This design comes from an exercise in tuning for small area on the open sky130 flow, not from production work. In this exercise RTL edits were held to simulation tests only and were not proved equivalent to the original. Power and IR drop assume default switching activity.

**flow/run.sh**
```bash
#!/bin/bash
# Standard layout, unchanged.
bash standard.sh > standard.log 2>&1
```
**standard.sh**
```bash
#!/bin/bash
# synth_recipe.tcl (not shown) runs the flow's synth.tcl, then flattens the netlist and writes it again
# the make line also repeats each setting of config.mk as NAME=value (left out here)
make -C /OpenROAD-flow-scripts/flow DESIGN_CONFIG=/design/flow/config.mk WORK_HOME=/design/flow/orfs CLKGATE_MAP_FILE= SYNTH_SCRIPT=/design/flow/synth_recipe.tcl "${@:-finish}"
```
**config.mk**
```make
export PLATFORM = sky130hd
export DESIGN_NAME = Screen
export DESIGN_NICKNAME = Screen
export VERILOG_FILES = /design/flow/design.v
export SDC_FILE = /design/flow/constraint.sdc
export NUM_CORES = 4
export LEC_CHECK = 0
export CAP_MARGIN = 20
export CORE_MARGIN = 2
export CORE_UTILIZATION = 40
export SLEW_MARGIN = 20
```
**constraint.sdc**
```tcl
create_clock -name core_clock -period 16.0 [get_ports {clk}]
set_input_delay 3.2000 -clock core_clock [delete_from_list [all_inputs] [get_ports {clk}]]
set_output_delay 3.2000 -clock core_clock [all_outputs]
set_load 0.01 [all_outputs]
```
**design.v**
```verilog
module vga(clk, reset, hsync, vsync, hcnt, vcnt);
    input clk, reset;
    output hsync, vsync;
    output reg [10:0] hcnt;
    output reg [9:0] vcnt;
    wire hend = hcnt[10] & hcnt[9] & hcnt[7] & (&hcnt[3:0]);
    wire vend = vcnt[9] & vcnt[8] & vcnt[5] & vcnt[4] & vcnt[3] & vcnt[1] & vcnt[0];
    always @(posedge clk) begin
        if (reset | hend) hcnt <= 11'd0;
        else hcnt <= hcnt + 11'd1;
        if (reset | (hend & vend)) vcnt <= 10'd0;
        else if (hend) vcnt <= vcnt + 10'd1;
    end
    assign hsync = ~(hcnt >= 11'd1344 && hcnt <= 11'd1479);
    assign vsync = ~(vcnt >= 10'd801 && vcnt <= 10'd802);
endmodule
module Screen(clk, reset, hsync, vsync, xball, yball, xpat, ypat, colors);
    input clk, reset;
    input [10:0] xball, yball, xpat, ypat;
    output hsync, vsync;
    output [11:0] colors;
    wire [10:0] hcnt;
    wire [9:0] vcnt;
    vga VGA(clk, reset, hsync, vsync, hcnt, vcnt);
    function [4:0] t20;
        input [4:0] a;
        case (a)
            5'd0: t20 = 5'd21;
            5'd1: t20 = 5'd20;
            5'd2: t20 = 5'd20;
            5'd3: t20 = 5'd20;
            5'd4: t20 = 5'd20;
            5'd5: t20 = 5'd20;
            5'd6: t20 = 5'd20;
            5'd7: t20 = 5'd19;
            5'd8: t20 = 5'd19;
            5'd9: t20 = 5'd18;
            5'd10: t20 = 5'd18;
            5'd11: t20 = 5'd17;
            5'd12: t20 = 5'd17;
            5'd13: t20 = 5'd16;
            5'd14: t20 = 5'd15;
            5'd15: t20 = 5'd14;
            5'd16: t20 = 5'd13;
            5'd17: t20 = 5'd11;
            5'd18: t20 = 5'd9;
            5'd19: t20 = 5'd7;
            5'd20: t20 = 5'd1;
            default: t20 = 5'd0;
        endcase
    endfunction
    function [4:0] t22;
        input [4:0] a;
        case (a)
            5'd0: t22 = 5'd23;
            5'd1: t22 = 5'd22;
            5'd2: t22 = 5'd22;
            5'd3: t22 = 5'd22;
            5'd4: t22 = 5'd22;
            5'd5: t22 = 5'd22;
            5'd6: t22 = 5'd22;
            5'd7: t22 = 5'd21;
            5'd8: t22 = 5'd21;
            5'd9: t22 = 5'd21;
            5'd10: t22 = 5'd20;
            5'd11: t22 = 5'd20;
            5'd12: t22 = 5'd19;
            5'd13: t22 = 5'd18;
            5'd14: t22 = 5'd17;
            5'd15: t22 = 5'd17;
            5'd16: t22 = 5'd16;
            5'd17: t22 = 5'd14;
            5'd18: t22 = 5'd13;
            5'd19: t22 = 5'd12;
            5'd20: t22 = 5'd10;
            5'd21: t22 = 5'd7;
            5'd22: t22 = 5'd1;
            default: t22 = 5'd0;
        endcase
    endfunction
    function [6:0] t60;
        input [6:0] a;
        case (a)
            7'd0: t60 = 7'd61;
            7'd1: t60 = 7'd60;
            7'd2: t60 = 7'd60;
            7'd3: t60 = 7'd60;
            7'd4: t60 = 7'd60;
            7'd5: t60 = 7'd60;
            7'd6: t60 = 7'd60;
            7'd7: t60 = 7'd60;
            7'd8: t60 = 7'd60;
            7'd9: t60 = 7'd60;
            7'd10: t60 = 7'd60;
            7'd11: t60 = 7'd59;
            7'd12: t60 = 7'd59;
            7'd13: t60 = 7'd59;
            7'd14: t60 = 7'd59;
            7'd15: t60 = 7'd59;
            7'd16: t60 = 7'd58;
            7'd17: t60 = 7'd58;
            7'd18: t60 = 7'd58;
            7'd19: t60 = 7'd57;
            7'd20: t60 = 7'd57;
            7'd21: t60 = 7'd57;
            7'd22: t60 = 7'd56;
            7'd23: t60 = 7'd56;
            7'd24: t60 = 7'd55;
            7'd25: t60 = 7'd55;
            7'd26: t60 = 7'd55;
            7'd27: t60 = 7'd54;
            7'd28: t60 = 7'd54;
            7'd29: t60 = 7'd53;
            7'd30: t60 = 7'd52;
            7'd31: t60 = 7'd52;
            7'd32: t60 = 7'd51;
            7'd33: t60 = 7'd51;
            7'd34: t60 = 7'd50;
            7'd35: t60 = 7'd49;
            7'd36: t60 = 7'd49;
            7'd37: t60 = 7'd48;
            7'd38: t60 = 7'd47;
            7'd39: t60 = 7'd46;
            7'd40: t60 = 7'd45;
            7'd41: t60 = 7'd44;
            7'd42: t60 = 7'd43;
            7'd43: t60 = 7'd42;
            7'd44: t60 = 7'd41;
            7'd45: t60 = 7'd40;
            7'd46: t60 = 7'd39;
            7'd47: t60 = 7'd38;
            7'd48: t60 = 7'd37;
            7'd49: t60 = 7'd35;
            7'd50: t60 = 7'd34;
            7'd51: t60 = 7'd32;
            7'd52: t60 = 7'd30;
            7'd53: t60 = 7'd29;
            7'd54: t60 = 7'd27;
            7'd55: t60 = 7'd24;
            7'd56: t60 = 7'd22;
            7'd57: t60 = 7'd19;
            7'd58: t60 = 7'd16;
            7'd59: t60 = 7'd11;
            7'd60: t60 = 7'd1;
            default: t60 = 7'd0;
        endcase
    endfunction
    function [6:0] t65;
        input [6:0] a;
        case (a)
            7'd0: t65 = 7'd66;
            7'd1: t65 = 7'd65;
            7'd2: t65 = 7'd65;
            7'd3: t65 = 7'd65;
            7'd4: t65 = 7'd65;
            7'd5: t65 = 7'd65;
            7'd6: t65 = 7'd65;
            7'd7: t65 = 7'd65;
            7'd8: t65 = 7'd65;
            7'd9: t65 = 7'd65;
            7'd10: t65 = 7'd65;
            7'd11: t65 = 7'd65;
            7'd12: t65 = 7'd64;
            7'd13: t65 = 7'd64;
            7'd14: t65 = 7'd64;
            7'd15: t65 = 7'd64;
            7'd16: t65 = 7'd64;
            7'd17: t65 = 7'd63;
            7'd18: t65 = 7'd63;
            7'd19: t65 = 7'd63;
            7'd20: t65 = 7'd62;
            7'd21: t65 = 7'd62;
            7'd22: t65 = 7'd62;
            7'd23: t65 = 7'd61;
            7'd24: t65 = 7'd61;
            7'd25: t65 = 7'd61;
            7'd26: t65 = 7'd60;
            7'd27: t65 = 7'd60;
            7'd28: t65 = 7'd59;
            7'd29: t65 = 7'd59;
            7'd30: t65 = 7'd58;
            7'd31: t65 = 7'd58;
            7'd32: t65 = 7'd57;
            7'd33: t65 = 7'd57;
            7'd34: t65 = 7'd56;
            7'd35: t65 = 7'd55;
            7'd36: t65 = 7'd55;
            7'd37: t65 = 7'd54;
            7'd38: t65 = 7'd53;
            7'd39: t65 = 7'd53;
            7'd40: t65 = 7'd52;
            7'd41: t65 = 7'd51;
            7'd42: t65 = 7'd50;
            7'd43: t65 = 7'd49;
            7'd44: t65 = 7'd48;
            7'd45: t65 = 7'd47;
            7'd46: t65 = 7'd46;
            7'd47: t65 = 7'd45;
            7'd48: t65 = 7'd44;
            7'd49: t65 = 7'd43;
            7'd50: t65 = 7'd42;
            7'd51: t65 = 7'd41;
            7'd52: t65 = 7'd40;
            7'd53: t65 = 7'd38;
            7'd54: t65 = 7'd37;
            7'd55: t65 = 7'd35;
            7'd56: t65 = 7'd34;
            7'd57: t65 = 7'd32;
            7'd58: t65 = 7'd30;
            7'd59: t65 = 7'd28;
            7'd60: t65 = 7'd26;
            7'd61: t65 = 7'd23;
            7'd62: t65 = 7'd20;
            7'd63: t65 = 7'd17;
            7'd64: t65 = 7'd12;
            7'd65: t65 = 7'd1;
            default: t65 = 7'd0;
        endcase
    endfunction
    wire [11:0] dxb = {1'b0, hcnt} - {1'b0, xball};
    wire [11:0] dyb = {2'b0, vcnt} - {1'b0, yball};
    wire [11:0] dxp = {1'b0, hcnt} - {1'b0, xpat};
    wire [11:0] dyp = {2'b0, vcnt} - {1'b0, ypat};
    wire bx = (dxb[10:0] <= 11'd22 & ~dxb[11]) | (dxb[10:0] >= 11'd2026);
    wire by = (dyb[10:0] <= 11'd22 & ~dyb[11]) | (dyb[10:0] >= 11'd2026);
    wire px = (dxp[10:0] <= 11'd65 & ~dxp[11]) | (dxp[10:0] >= 11'd1983);
    wire py = (dyp[10:0] <= 11'd65 & ~dyp[11]) | (dyp[10:0] >= 11'd1983);
    wire [4:0] axb = dxb[11] ? -dxb[4:0] : dxb[4:0];
    wire [4:0] ayb = dyb[11] ? -dyb[4:0] : dyb[4:0];
    wire [6:0] axp = dxp[11] ? -dxp[6:0] : dxp[6:0];
    wire [6:0] ayp = dyp[11] ? -dyp[6:0] : dyp[6:0];
    wire b20 = bx & by & (ayb < t20(axb));
    wire b22 = bx & by & (ayb < t22(axb));
    wire p60 = px & py & (ayp < t60(axp));
    wire p65 = px & py & (ayp < t65(axp));
    wire h1 = dxp[10:0] >= 11'd50 & dxp[10:0] <= 11'd110 & py & ayp <= 7'd20;
    wire h2 = dxp[10:0] >= 11'd50 & dxp[10:0] <= 11'd115 & py & ayp <= 7'd25;
    wire border = vcnt >= 10'd740 || vcnt <= 10'd50 || hcnt <= 11'd50 || (hcnt >= 11'd1230 && hcnt <= 11'd1280);
    wire serve = hcnt >= 11'd58 && hcnt <= 11'd118 && vcnt >= 10'd345 && vcnt <= 10'd445;
    wire table_ = (hcnt >= 11'd58 && hcnt <= 11'd524 || hcnt >= 11'd644 && hcnt <= 11'd1222) && vcnt >= 10'd58 && vcnt <= 10'd732;
    wire hline = (hcnt >= 11'd51 && hcnt <= 11'd57) || (hcnt >= 11'd525 && hcnt <= 11'd531) ||
                 (hcnt >= 11'd637 && hcnt <= 11'd643) || (hcnt >= 11'd562 && hcnt <= 11'd569) ||
                 (hcnt >= 11'd599 && hcnt <= 11'd606) || (hcnt >= 11'd1223 && hcnt <= 11'd1229);
    wire vline = (vcnt >= 10'd51 && vcnt <= 10'd57) || (vcnt >= 10'd137 && vcnt <= 10'd143) ||
                 (vcnt >= 10'd223 && vcnt <= 10'd229) || (vcnt >= 10'd309 && vcnt <= 10'd315) ||
                 (vcnt >= 10'd395 && vcnt <= 10'd401) || (vcnt >= 10'd481 && vcnt <= 10'd487) ||
                 (vcnt >= 10'd567 && vcnt <= 10'd573) || (vcnt >= 10'd653 && vcnt <= 10'd659) ||
                 (vcnt >= 10'd733 && vcnt <= 10'd739);
    wire yellow = serve | (~table_ & (hline | vline));
    reg cr, cg3, cgl, cb;
    always @(posedge clk) begin
        if (b20)         {cr, cg3, cgl, cb} <= 4'b1100;
        else if (b22)    {cr, cg3, cgl, cb} <= 4'b1111;
        else if (p60)    {cr, cg3, cgl, cb} <= 4'b1000;
        else if (h1)     {cr, cg3, cgl, cb} <= 4'b0110;
        else if (p65 | h2) {cr, cg3, cgl, cb} <= 4'b1111;
        else if (border) {cr, cg3, cgl, cb} <= 4'b0000;
        else if (yellow) {cr, cg3, cgl, cb} <= 4'b1110;
        else             {cr, cg3, cgl, cb} <= 4'b0001;
    end
    assign colors = {{4{cr}}, cg3, {3{cgl}}, {4{cb}}};
endmodule
```
==> results of run 1 <==
## state kept, by name, indices dropped and copies added (netlist names)
register and flops:
cr 1, cb 1, VGA.vcnt 10, cgl 1, VGA.hcnt 11, cg3 1
## worst min path at each step
stage	from	end	cells past startpoint
after floorplan	VGA.vcnt[0]	VGA.vcnt[0]	2
after global placement	VGA.hcnt[0]	VGA.hcnt[0]	1
after detailed placement	VGA.hcnt[0]	VGA.hcnt[0]	1
after CTS	VGA.hcnt[0]	VGA.hcnt[0]	1
after global routing	VGA.hcnt[0]	VGA.hcnt[0]	1
final	VGA.hcnt[0]	VGA.hcnt[0]	1
## layer usage
layer	vias up	share of wire
met2	230	0.44
met3	24	0.047
met1	3477	0.49
met5	-	0
li1	3833	-
met4	0	0.016
## through the flow
step | utilization | cell area, µm² | hold WS, ns
3_3_place_gp | 0.443 | 7630 | 0.567
3_5_place_dp | 0.443 | 7630 | 0.574
2_1_floorplan | - | 7030 | 0.578
6_report | 0.447 | 7710 | 0.600
5_1_grt | 0.447 | 7710 | 0.633
4_1_cts | 0.447 | 7710 | 0.590
## cell families (layout without fill, tap and decap cells)
kind of cell / count (synthesis) / after routing / synth area share
xor+xnor: 59 / 59 / 0.0746
flops: 25 / 25 / 0.0712
fa+ha+maj: 96 / 96 / 0.175
mux: 11 / 11 / 0.0171
simple gates: 405 / 405 / 0.284
compound gates: 309 / 309 / 0.297
buf+inv: 137 / 140 / 0.0813
## area by class of cell
class,instances,area share
Clock buffer,4,0.0102
Timing Repair Buffer,61,0.0786
Multi-Input combinational cell,880,0.773
Tap cell,225,0.0365
Sequential cell,25,0.0649
Inverter,75,0.0365
## power by group
part / total (mW) / switching [mW] / internal (mW)
registers: 0.0655 / 0.00263 / 0.0629
logic: 0.288 / 0.175 / 0.113
clock network: 0.0562 / 0.0221 / 0.0341
## cell usage in the layout (no fill, tap or decap), types with 5 or more instances in the layout
cell type / Yosys / final
a21oi_1: 74 / 74
a211o_1: 5 / 5
a22oi_1: 5 / 5
o21bai_1: 5 / 5
nor4b_1: 8 / 8
inv_1: 74 / 74
mux2i_1: 5 / 5
a31oi_1: 17 / 17
o211ai_1: 11 / 11
a211oi_1: 16 / 16
nand4_1: 21 / 21
dfxtp_1: 25 / 25
mux2_2: 5 / 5
nand3_1: 41 / 41
o31ai_1: 10 / 10
xor2_1: 23 / 23
nor2b_1: 9 / 9
o22ai_1: 6 / 6
and3_1: 6 / 6
and2_1: 10 / 10
nor3_1: 38 / 38
a21o_1: 19 / 19
clkdlybuf4s50_1: 0 / 59
a2111oi_0: 8 / 8
o21ai_0: 63 / 63
o21a_1: 7 / 7
xnor2_1: 35 / 35
nand2b_1: 19 / 19
nand2_1: 83 / 83
or2_2: 8 / 8
nor4_1: 11 / 11
nor2_1: 117 / 117
or4_1: 5 / 5
or3_1: 12 / 12
ha_1: 91 / 91
==> impl_metrics.csv, run 1 <==
group,metric,value,unit
outcome,status,"no timing/DRC/antenna violations",
finish,regArea,500,µm²
routing,drt-initial-drc-count,589,
routing,vias,7564,
routing,postRouteAntennaNets,0,
pwr,ir_drop,32.6,µV
yosys,synth_top_area_cell,"ha_1",
clocking,cts_setup_buffers,0,
yosys,synth_edf_count,0,
yosys,syn-cell-area,7030,µm²
global_routing,top_usage_layer,"met2",
routing,vias_per_cell,5.96,
global_routing,antenna_found_initial,0,
worst_setup_path,crit-reg2reg-capture,"cg3",
worst_setup_path,slowest_delay,0.57,ns
worst_setup_path,reg2reg_depth,20,
timing,relSlewSlack,0.431,
run,drv_cap,0,
yosys,async_flop_share,0,
die,fp-row-count,48,
placement,dp_hpwl,15600,µm
clocking,clock_latency,0.26,ns
worst_setup_path,end_kind,"flop",
global_routing,grt_pass1_vias,6665,
finish,layout.nets,1187,
routing,drt_pass1_iterations,5,
hold_path,hold_class,"flop to flop",
worst_setup_path,crit_type,"input port to flop",
finish,n_fill_cell,1792,
clocking,cts_buffer_depth,2,
finish,layout.cells.non_filler,1270,
clocking,root_buffer,"clkbuf_16",
die,start_util,0.408,
global_routing,gr-total-overflow,0,
clocking,cts_sinks,25,
timing,period_minus_slack,8.46,ns
yosys,ys_seq_area_frac,0.0712,
worst_setup_path,crit_cells,20,
worst_setup_path,startpoint_type,"input port",
clocking,path_clk_slew,0.07,ns
die,core_area,17200,µm²
finish,area_growth,9.61,%
global_routing,use_met2,0.341,
yosys,yosysMostFrequentCell,"nor2_1",
timing,rsz0062_at_grt,"false",
finish,multi_input_area,5960,µm²
worst_setup_path,rrSetupSlack,10.06,ns
global_routing,grtUsageMet1,0.313,
pwr,powerDensity,53.2,nW/µm²
yosys,synth_top_area_frac,0.162,
finish,drive_above_1_share,0.0306,
yosys,synth_area_per_cell,6.75,µm²
timing,max_freq,118,MHz
routing,wl,20000,µm
timing,clock_skew,0.00514,ns
timing,setup_ws,7.54,ns
yosys,syn_nets,1183,
routing,drc,0,
worst_setup_path,r2r_start,"VGA.hcnt[0]",
clocking,cts_inserted_buffers,3,
worst_setup_path,path_max_fanout,16,
clocking,htree_levels,1,
placement,dpl_worst_slack,7.30,ns
yosys,synth_top_cells_by_area,"ha_1 16%, dfxtp_1 7.1%, nor2_1 6.2%",
die,dieArea,18700,µm²
timing,tns,0,ns
routing,wl_per_cell,15.7,µm
placement,place.gp.congestion,0.870,
finish,insertedDiodeCount,0,
die,die_width,137,µm
worst_setup_path,crit_arrival,8.60,ns
yosys,syn_inst,1042,
worst_setup_path,crit_start,"xpat[0]",
global_routing,grt_usage,0.213,
worst_setup_path,crit_buf_inv,1,
clocking,ctsResizeCount,0,
yosys,ys_ff_latch,25,
worst_setup_path,slowest_stage,"fa_1",
yosys,synth.distinct_cells,83,
global_routing,met3_usage,0.0163,
yosys,yosysWarningCount,2,
timing,drv_slew,0,
die,die_h,137,µm
clocking,cts-hold-fix-buffers,0,
global_routing,grt_pass1_wl,32800,µm
timing,hold_violations,0,
die,ios,60,
placement,dpl.cell_count,1266,
worst_setup_path,crit_end,"cg3",
clocking,cts_tree,"yes",
yosys,synthFlopType,"dfxtp_1",
worst_setup_path,critPathRequiredTime,16.14,ns
worst_setup_path,path_delay_family,"compound AO/OA/AOI/OAI gates",
timing,worstMarginPinSlew,0.832,ns
timing,setup_viol,0,
yosys,yosys-top-cells-count,"117 x nor2_1, 91 x ha_1, 83 x nand2_1, 74 x a21oi_1, 74 x inv_1",
worst_setup_path,crit_chain,"clkdlybuf4s50_1, ha_1, fa_1, ha_1, or3_1, o21ai_1, and2_1, ha_1, o311ai_0, o211ai_1, ha_1, a21o_1, a21o_1, a21oi_1, nand2_1, nand2_1, nor3_1, a2111oi_0, o211a_1, o21ai_0",
pwr,power,0.410,mW
worst_setup_path,critPathMostFrequentCell,"ha_1",
pwr,p_leak,3.19,nW
timing,period_share,0.529,
global_routing,grt_max_degree,26,
placement,io_buffers,59,
==> run 2, diff against run 1 <==
==> run.sh (new file) <==
#!/bin/bash
# synth_recipe.tcl (not shown) runs the flow's synth.tcl, then flattens the netlist and writes it again
# the make line also repeats each setting of config.mk as NAME=value (left out here)
make -C /OpenROAD-flow-scripts/flow DESIGN_CONFIG=/design/flow/config.mk WORK_HOME=/design/flow/orfs CLKGATE_MAP_FILE= SYNTH_SCRIPT=/design/flow/synth_recipe.tcl finish
removed: flow/run.sh
removed: standard.sh
==> impl_metrics.csv, run 2 <==
group,metric,value,unit
hold_path,hold_class,"flop to flop",
run,drv_cap,0,
clocking,cts_inserted_buffers,3,
worst_setup_path,critPathRequiredTime,16.14,ns
finish,most-common-layout-cells,"117 x nor2_1, 91 x ha_1, 83 x nand2_1",
yosys,synth_top_area_cell,"ha_1",
yosys,syn-cell-area,7030,µm²
yosys,yosys-top-cells-count,"117 x nor2_1, 91 x ha_1, 83 x nand2_1, 74 x a21oi_1, 74 x inv_1",
routing,wl_per_cell,15.7,µm
clocking,cts-hold-fix-buffers,0,
outcome,status,"no timing/DRC/antenna violations",
yosys,synth.distinct_cells,83,
yosys,yosysWarningCount,2,
die,dieArea,18700,µm²
placement,io_buffers,59,
routing,drt_pass1_iterations,5,
worst_setup_path,path_max_fanout,16,
worst_setup_path,crit-reg2reg-capture,"cg3",
timing,period_minus_slack,8.46,ns
finish,largest-register,"VGA.hcnt",
finish,n_fill_cell,1792,
die,ios,60,
yosys,synth_top_area_frac,0.162,
pwr,ir_drop,32.6,µV
timing,rsz0062_at_grt,"false",
clocking,cts_buffer_depth,2,
pwr,p_leak,3.19,nW
routing,wl_met1,9890,µm
routing,wl_met2,8850,µm
global_routing,gr-total-overflow,0,
global_routing,grt_usage,0.213,
worst_setup_path,end_kind,"flop",
routing,wl_met3,933,µm
die,die_width,137,µm
timing,worstMarginPinSlew,0.832,ns
global_routing,grt_pass1_vias,6665,
worst_setup_path,crit_arrival,8.60,ns
routing,drt-initial-drc-count,589,
worst_setup_path,crit_type,"input port to flop",
yosys,synthFlopType,"dfxtp_1",
yosys,yosysMostFrequentCell,"nor2_1",
finish,insertedDiodeCount,0,
clocking,cts_sinks,25,
timing,relSlewSlack,0.431,
worst_setup_path,r2r_start,"VGA.hcnt[0]",
yosys,async_flop_share,0,
yosys,ys_seq_area_frac,0.0712,
finish,drive_above_1_share,0.0306,
timing,clock_skew,0.00514,ns
global_routing,grt_pass1_wl,32800,µm
finish,fin_area,7710,µm²
die,die_h,137,µm
finish,largest_reg_flops,11,
timing,drv_slew,0,
die,fp-row-count,48,
pwr,power,0.410,mW
routing,topRoutingLayerUsed,"met4",
routing,wl,20000,µm
finish,layout.nets,1187,
clocking,cts_tree,"yes",
routing,vias_per_cell,5.96,
global_routing,grt_max_degree,26,
clocking,path_clk_slew,0.07,ns
die,core_area,17200,µm²
finish,reg.largest.list,"VGA.hcnt (11), VGA.vcnt (10)",
worst_setup_path,rrSetupSlack,10.06,ns
yosys,synth_area_per_cell,6.75,µm²
timing,period_share,0.529,
clocking,root_buffer,"clkbuf_16",
timing,setup_viol,0,
pwr,powerDensity,53.2,nW/µm²
finish,layout.cells.non_filler,1270,
yosys,synth_edf_count,0,
finish,final_common_cell,"nor2_1",
routing,postRouteAntennaNets,0,
placement,dp_hpwl,15600,µm
hold_path,min_to,"VGA.hcnt[0]",
yosys,ys_ff_latch,25,
timing,max_freq,118,MHz
clocking,clock_latency,0.26,ns
timing,hold_violations,0,
placement,placed_area,7630,µm²
global_routing,antenna_found_initial,0,
clocking,htree_levels,1,
placement,dpl.cell_count,1266,
clocking,ctsResizeCount,0,
timing,tns,0,ns
placement,place.gp.congestion,0.870,
clocking,cts_setup_buffers,0,
hold_path,hold_depth,1,
yosys,syn_nets,1183,
routing,drc,0,
yosys,syn_inst,1042,
finish,area_growth,9.61,%
die,start_util,0.408,
worst_setup_path,reg2reg_depth,20,
routing,vias,7564,
yosys,synth_top_cells_by_area,"ha_1 16%, dfxtp_1 7.1%, nor2_1 6.2%",
worst_setup_path,startpoint_type,"input port",
hold_path,hp-start,"VGA.hcnt[0]",
run 2: cell counts after synthesis:
Identical to the previous run, type by type.
run 2: how the worst max path moves through the flow:
| stage | start | end | cells after the start |
|---|---|---|---|
| 6_report | xpat[0] | cg3 | 20 |
| 5_1_grt | xpat[0] | cg3 | 21 |
| 4_1_cts | xpat[0] | cg3 | 20 |
| 3_5_place_dp | xpat[0] | cg3 | 20 |
| 3_3_place_gp | xpat[0] | cb | 20 |
| 2_1_floorplan | xpat[0] | cb | 21 |
run 2: per-stage QoR:
stage	hold slack (ns)	util	worst slack, ns
after floorplan	0.578	-	7.98
after global placement	0.567	0.443	7.42
after detailed placement	0.574	0.443	7.30
after CTS	0.590	0.447	7.54
after global routing	0.633	0.447	7.16
final	0.600	0.447	7.54
run 2: cells by family after synthesis:
logic type | synth area share
XOR/XNOR | 0.0746
AO/OA/AOI/OAI | 0.297
adder cells (fa/ha/maj) | 0.175
multiplexers | 0.0171
AND/OR/NAND/NOR | 0.284
buffers and inverters | 0.0813
flip-flops | 0.0712
run 2: critical path: stages:
cell             delay, ns
clkdlybuf4s50_1       0.40
ha_1                  0.24
fa_1                  0.57
ha_1                  0.34
or3_1                 0.41
o21ai_1               0.22
and2_1                0.53
ha_1                  0.33
o311ai_0              0.33
o211ai_1              0.15
ha_1                  0.31
a21o_1                0.18
a21o_1                0.16
a21oi_1               0.18
nand2_1               0.07
nand2_1               0.11
nor3_1                0.05
a2111oi_0             0.42
o211a_1               0.28
o21ai_0               0.11
run 2: metal layers:
| metal | track usage | up-vias |
|---|---|---|
| met3 | 0.0163 | 24 |
| met1 | 0.313 | 3477 |
| li1 | - | 3833 |
| met4 | 0.0399 | 0 |
| met2 | 0.341 | 230 |
| met5 | 0 | - |
run 2: power by group:
group	switching [mW]	leakage (nW)	internal [mW]
Sequential	0.00263	0.202	0.0629
Clock	0.0221	0.0382	0.0341
Combinational	0.175	2.95	0.113
run 2: cell type report:
| class | count | area (µm²) | share of cell area |
|---|---|---|---|
| inverter | 75 | 282 | 0.0365 |
| clock buffer | 4 | 78.8 | 0.0102 |
| timing repair buffer | 61 | 606 | 0.0786 |
| sequential | 25 | 500 | 0.0649 |
| tap | 225 | 282 | 0.0365 |
| multi-input combinational | 880 | 5960 | 0.773 |

afterwards: timing with drivers on the ports:
The flow's constraints put no driver on any port. The routed layouts listed below were extracted and timed again, unchanged, in two steps.
Step 1 (the two cells are an assumption about what drives the block):
set clk [get_ports {clk}]
set_driving_cell -lib_cell sky130_fd_sc_hd__clkbuf_16 $clk
set_driving_cell -lib_cell sky130_fd_sc_hd__buf_2 [delete_from_list [all_inputs] $clk]
Step 2 adds t to the input delays and takes it off the output delays; t is the mean of the earliest and latest rising clock arrival at the registers after step 1. Input paths then give back, and output paths get back, about the clock's delay inside the block.
Slacks: ideal ports / drivers / drivers and shift; pairs: ideal ports / drivers.
run | t, ns | slack for setup (ns) | latest minus earliest clock arrival (ns) | worst data-port slew with drivers (ns)
run 1 | 0.295 | 7.536 / 7.550 / 7.255 | 0.005 / 0.006 | 0.05
run 2 | 0.295 | 7.536 / 7.550 / 7.255 | 0.005 / 0.006 | 0.05
After both steps every run listed still meets setup and hold.
